Context: an optimization exercise on an open-source flow, tuned for small area, a short achievable clock period and few clock cycles. The choices shown serve that exercise and are no tape-out recipe. The RTL was checked by simulation tests, not by an equivalence proof against the original design. Power figures rest on the tool's default switching activity, not on a simulated workload.

the previous run:
==> module regfile, before the edit <==
module regfile(clk, rst_n, we, wa, wd, ra1, ra2, q1, q2);
    input         clk, rst_n, we;
    input  [ 4:0] wa, ra1, ra2;
    input  [31:0] wd;
    output [31:0] q1, q2;
    reg [31:0] r [0:31];
    reg [31:1] rv;
    integer i;
    always @(posedge clk) begin
        for (i = 1; i < 32; i = i + 1)
            if (we && wa == i) r[i] <= wd;
    end
    always @(posedge clk or negedge rst_n) begin
        if (!rst_n) rv <= 31'd0;
        else if (we && wa != 5'd0) rv[wa] <= 1'b1;
    end
    wire [31:0] rvx = {rv, 1'b0};
    wire [31:0] raw1 = r[ra1];
    wire [31:0] raw2 = r[ra2];
    wire [31:0] init1 = (ra1 == 5'd2) ? 32'hBFFFFFF0 : (ra1 == 5'd3) ? 32'h10008000 : 32'd0;
    wire [31:0] init2 = (ra2 == 5'd2) ? 32'hBFFFFFF0 : (ra2 == 5'd3) ? 32'h10008000 : 32'd0;
    assign q1 = rvx[ra1] ? raw1 : init1;
    assign q2 = rvx[ra2] ? raw2 : init2;
endmodule
==> flow/config.mk <==
export PLATFORM = sky130hd
export DESIGN_NAME = CHIP
export DESIGN_NICKNAME = CHIP
export VERILOG_FILES = /design/flow/design.v
export SDC_FILE = /design/flow/constraint.sdc
export NUM_CORES = 8
export LEC_CHECK = 0
export CAP_MARGIN = 20
export CORE_MARGIN = 2
export CORE_UTILIZATION = 30
export SETUP_SLACK_MARGIN = 1.0
export SLEW_MARGIN = 20
==> flow/constraint.sdc <==
create_clock -name core_clock -period 12.0 [get_ports {clk}]
set_input_delay 2.4000 -clock core_clock [delete_from_list [all_inputs] [get_ports {clk}]]
set_output_delay 2.4000 -clock core_clock [all_outputs]
set_load 0.01 [all_outputs]
standard.sh (not shown) runs the stock make flow with config.mk's settings and CLKGATE_MAP_FILE= SYNTH_SCRIPT=/design/flow/synth_recipe.tcl, a recipe that flattens the netlist after the stock synthesis.
==> flow/flow/run.sh <==
#!/bin/bash
set -euo pipefail
bash standard.sh SETUP_SLACK_MARGIN=8 "BUFFER_PORTS_ARGS=-buffer_cell sky130_fd_sc_hd__buf_4" finish > standard_make.log 2>&1
Testbench counts of the previous run, summed over its fixed seeds: cycles 25,056.
Inputs modified between the previous run and the current run:
-- flow/design.v --
<<< the previous run, line 250
    input  [31:0] wd;
    output [31:0] q1, q2;
    reg [31:0] r [0:31];
    reg [31:1] rv;
    integer i;
    always @(posedge clk) begin
        for (i = 1; i < 32; i = i + 1)
            if (we && wa == i) r[i] <= wd;
    end
    always @(posedge clk or negedge rst_n) begin
        if (!rst_n) rv <= 31'd0;
        else if (we && wa != 5'd0) rv[wa] <= 1'b1;
    end
    wire [31:0] rvx = {rv, 1'b0};
    wire [31:0] raw1 = r[ra1];
    wire [31:0] raw2 = r[ra2];
    wire [31:0] init1 = (ra1 == 5'd2) ? 32'hBFFFFFF0 : (ra1 == 5'd3) ? 32'h10008000 : 32'd0;
    wire [31:0] init2 = (ra2 == 5'd2) ? 32'hBFFFFFF0 : (ra2 == 5'd3) ? 32'h10008000 : 32'd0;
    assign q1 = rvx[ra1] ? raw1 : init1;
    assign q2 = rvx[ra2] ? raw2 : init2;
endmodule
module muldiv(clk, rst_n, start, div, swap, rd, wen, a, b, ack, busy, done, rdOut, wenOut, res);
>>> the current run, line 250
    input  [31:0] wd;
    output [31:0] q1, q2;
    reg [31:0] r [1:31];
    wire [31:0] wd0 = wd & {32{rst_n}};                            
    wire [31:0] wd2 = rst_n ? wd : 32'hBFFFFFF0;                    
    wire [31:0] wd3 = rst_n ? wd : 32'h10008000;                    
    integer i;
    always @(posedge clk) begin
        for (i = 1; i < 32; i = i + 1)
            if (!rst_n || (we && wa == i))
                r[i] <= (i == 2) ? wd2 : (i == 3) ? wd3 : wd0;
    end
    wire [31:0] rr [0:31];
    assign rr[0] = 32'd0;
    genvar k;
    generate
        for (k = 1; k < 32; k = k + 1) begin : rdp
            assign rr[k] = r[k];
        end
    endgenerate
    assign q1 = rr[ra1];
    assign q2 = rr[ra2];
endmodule
module muldiv(clk, rst_n, start, div, swap, rd, wen, a, b, ack, busy, done, rdOut, wenOut, res);
Results
Going from the previous run to the current run, sequential share of layout area grew by 0.75 points; worst hold slack down 0.027 ns. On the current run: count of clock-net buffers in the final layout is 1.0% higher than what the previous run gave. The current run has synthesized instance count below what the previous run had. Layout overhead on the synthesized area: the current run and the previous run compared, lower one is the current run. Going from the previous run to the current run, non-clock buffer instance count of the final layout shrinks by 83. The previous run → the current run: number of flip-flops and latches saw a decrease, register-to-register slack fell by 0.03 ns, adder-cell share of the synthesized area was more or less identical. The current run against the previous run; total via count in the routed design is down by a few percent. In the current run relative to the previous run, total power had gone up by more than 10%. The current run vs. the previous run: depth of the critical timing path with buffers and inverters included has decreased, clock tree skew after final layout increased 0.0038 ns, final standard cell count with taps included and fillers excluded moved down.
Testbench counts of the current run, summed over its fixed seeds: cycles 25,056.


old:
Another version of the RTL of CHIP (not shown whole).
For scale: roughly 0.082 mm2 of cells after synthesis.
==> flow/config.mk <==
export PLATFORM = sky130hd
export DESIGN_NAME = CHIP
export DESIGN_NICKNAME = CHIP
export VERILOG_FILES = /design/flow/design.v
export SDC_FILE = /design/flow/constraint.sdc
export NUM_CORES = 8
export LEC_CHECK = 0
export CAP_MARGIN = 20
export CORE_MARGIN = 2
export CORE_UTILIZATION = 30
export SETUP_SLACK_MARGIN = 1.0
export SLEW_MARGIN = 20
==> flow/constraint.sdc <==
create_clock -name core_clock -period 12.0 [get_ports {clk}]
set_input_delay 2.4000 -clock core_clock [delete_from_list [all_inputs] [get_ports {clk}]]
set_output_delay 2.4000 -clock core_clock [all_outputs]
set_load 0.01 [all_outputs]
Scripts as last shown in full above: flow/flow/run.sh
Testbench counts of old, summed over its fixed seeds: cycles 24,737.
Inputs modified between old and new:
--- a/flow/design.v
+++ b/flow/design.v
@@ -104,18 +104,18 @@
     wire [31:0] redirTgtE = jalrE ? aluSum : sdE;
     wire        redirD = vD & ~stallD & (jumpedD ? hiMissD : (isJAL | (brSelf & ~off4D)));
     wire [31:0] ir = mem_rdata_I;
     wire        jalF  = (ir[6:2] == 5'b11011);
     wire        selfF = (ir[6:2] == 5'b11000) & (ir[19:15] == ir[24:20]);
     wire        fitF  = (ir[19:12] == {8{ir[31]}});
-    wire        jumpF = jalF | selfF;
+    wire        jumpF = (jalF & fitF) | selfF;
     wire [12:0] loJF  = {1'b0, pcF[11:0]} + {1'b0, ir[20], ir[30:21], 1'b0};
     wire [12:0] loBF  = {1'b0, pcF[11:0]} + {1'b0, ir[7], ir[30:25], ir[11:8], 1'b0};
     wire [31:0] tgtF  = {pcF[31:12], ir[3] ? loJF[11:0] : loBF[11:0]};
-    wire        hiMissF = ((ir[3] ? loJF[12] : loBF[12]) != ir[31]) | (jalF & ~fitF);
-    wire        jalrF = (ir[6:2] == 5'b11001) & (ir[19:15] == 5'd1);
+    wire        hiMissF = ((ir[3] ? loJF[12] : loBF[12]) != ir[31]);
+    wire        jalrF = (ir[6:2] == 5'b11001) & (ir[19:15] == 5'd1) & (ir[31:20] == 12'd0);
     wire [31:0] tgtD   = pcD + (irD[3] ? immJ : immB);
     wire [31:0] pcSeq  = stallD ? pcF :
                          jumpF  ? tgtF :
                          jalrF  ? x1v : pcF + 32'd4;
     wire [31:0] pcRest = redirD ? tgtD : pcSeq;
     wire        useSeq = skipD & ~redirE;
@@ -159,13 +159,13 @@
             killE  <= redirE | skipD;
             wenE   <= goE & writesRd;
             loadE  <= goE & isLOAD;
             storeE <= goE & isSTORE;
             brE    <= goE & isBR & ~brSelf;
             jalrE  <= goE & isJALR;
-            predE  <= predD & (irD[31:20] == 12'd0);    
+            predE  <= predD;
             mdE    <= goE & isMD;
         end
     end
     always @(posedge clk) begin
         rdE   <= rdD;
         divE  <= isDIV;
@@ -300,17 +300,14 @@
     wire [31:0] pp0 = y[0] ? x : 32'd0;
     wire [31:0] pp1 = y[1] ? {x[30:0], 1'b0} : 32'd0;
     wire [31:0] s1 = p[31:0] ^ c ^ pp0;
     wire [31:0] c1 = {(p[30:0] & c[30:0]) | (p[30:0] & pp0[30:0]) | (c[30:0] & pp0[30:0]), 1'b0};
     wire [31:0] s2 = s1 ^ c1 ^ pp1;
     wire [31:0] c2 = {(s1[30:0] & c1[30:0]) | (s1[30:0] & pp1[30:0]) | (c1[30:0] & pp1[30:0]), 1'b0};
-    wire [31:0] pp2 = y[2] ? {x[29:0], 2'b0} : 32'd0;
-    wire [31:0] s3 = s2 ^ c2 ^ pp2;
-    wire [31:0] c3 = {(s2[30:0] & c2[30:0]) | (s2[30:0] & pp2[30:0]) | (c2[30:0] & pp2[30:0]), 1'b0};
-    wire [31:0] xNext = {x[28:0], 3'b000};
-    wire [31:0] yNext = {3'b000, y[31:3]};
+    wire [31:0] xNext = {x[29:0], 2'b00};
+    wire [31:0] yNext = {2'b00, y[31:2]};
     wire        mulLast = (yNext == 32'd0) | (xNext == 32'd0);
     wire [32:0] xOp = {33{~p[32]}} ^ {1'b0, x};           
     wire [33:0] difC = {p, 1'b1} + {xOp, ~p[32]};         
     wire [32:0] dif = difC[33:1];
     wire        qbit = ~dif[32];
     wire [31:0] qNext = {c[30:0], qbit};
@@ -356,14 +353,14 @@
                     p <= 33'd0;
                     x <= swap ? b : a;
                     y <= swap ? a : b;
                 end
             end
             MUL: begin
-                p <= {1'b0, s3};
-                c <= c3;
+                p <= {1'b0, s2};
+                c <= c2;
                 x <= xNext;
                 y <= yNext;
             end
             NORM, DIV: begin
                 if (st == NORM && can4) begin
                     x <= {x[27:0], 4'b0};
Results
new has completed all stages; timing, DRC and antenna checks passed.
When new is set beside old, its number of buffers added for setup after CTS turns out to be 42 larger.
Combinational group power (new over old): decrease, about 8%
The run showing the smaller maximum fanout count along the critical path is new.
Measured against each other, old and new differ in relative contribution of the clock network to total power, the higher figure coming from new.
o41a_1 as the worst-path cell with the longest stage delay was reported by new, and or4_4 by old.
Compared to old, the router laid down less metal wire for new.
old -> new: register bit count reported by yosys delta 0, exact match
Compared with old, new shows a critical path depth that is 3 higher.
When new is set beside old, its met1 usage turns out to be 1.6 points smaller.
Comparing old and new, the lower number of search-and-repair iterations in the first detailed-routing pass was measured on old.
Testbench counts of new, summed over its fixed seeds: cycles 25,228.

[afterwards: timing with drivers on the ports]
In the flow no input, the clock included, has a driving cell. The finished layouts below were timed again as built, in two steps.
Step 1 sets driving cells, clkbuf_16 on the clock port and buf_2 on the other inputs (assumed; they add their load-dependent delay and slew).
Step 2 moves the port delays by t, midway between the first and last clock arrival at a register: inputs arrive t later, outputs are due t later. That takes back most of the time a late clock gives input paths.
a / b / c = ideal ports / drivers / drivers and shift; a / b = the first two.
| run | shift t [ns] | setup slack, ns | hold WS [ns] | worst register clock-pin slew, ns |
|---|---|---|---|---|
| the previous run | 0.919 | 7.819 / 7.819 / 7.192 | 0.383 / 0.383 / 0.383 | 0.07 / 0.07 |
| the current run | 0.940 | 7.791 / 7.791 / 6.964 | 0.356 / 0.356 / 0.356 | 0.07 / 0.07 |
| old | 0.935 | 7.836 / 7.856 / 6.941 | 0.433 / 0.433 / 0.433 | 0.07 / 0.07 |
| new | 0.940 | 7.765 / 7.765 / 6.953 | 0.352 / 0.352 / 0.352 | 0.07 / 0.07 |
After both steps setup and hold are still met in every run listed. The setup slack of old, which loses most, moves by +0.020 ns with the drivers and by -0.895 ns with both steps.
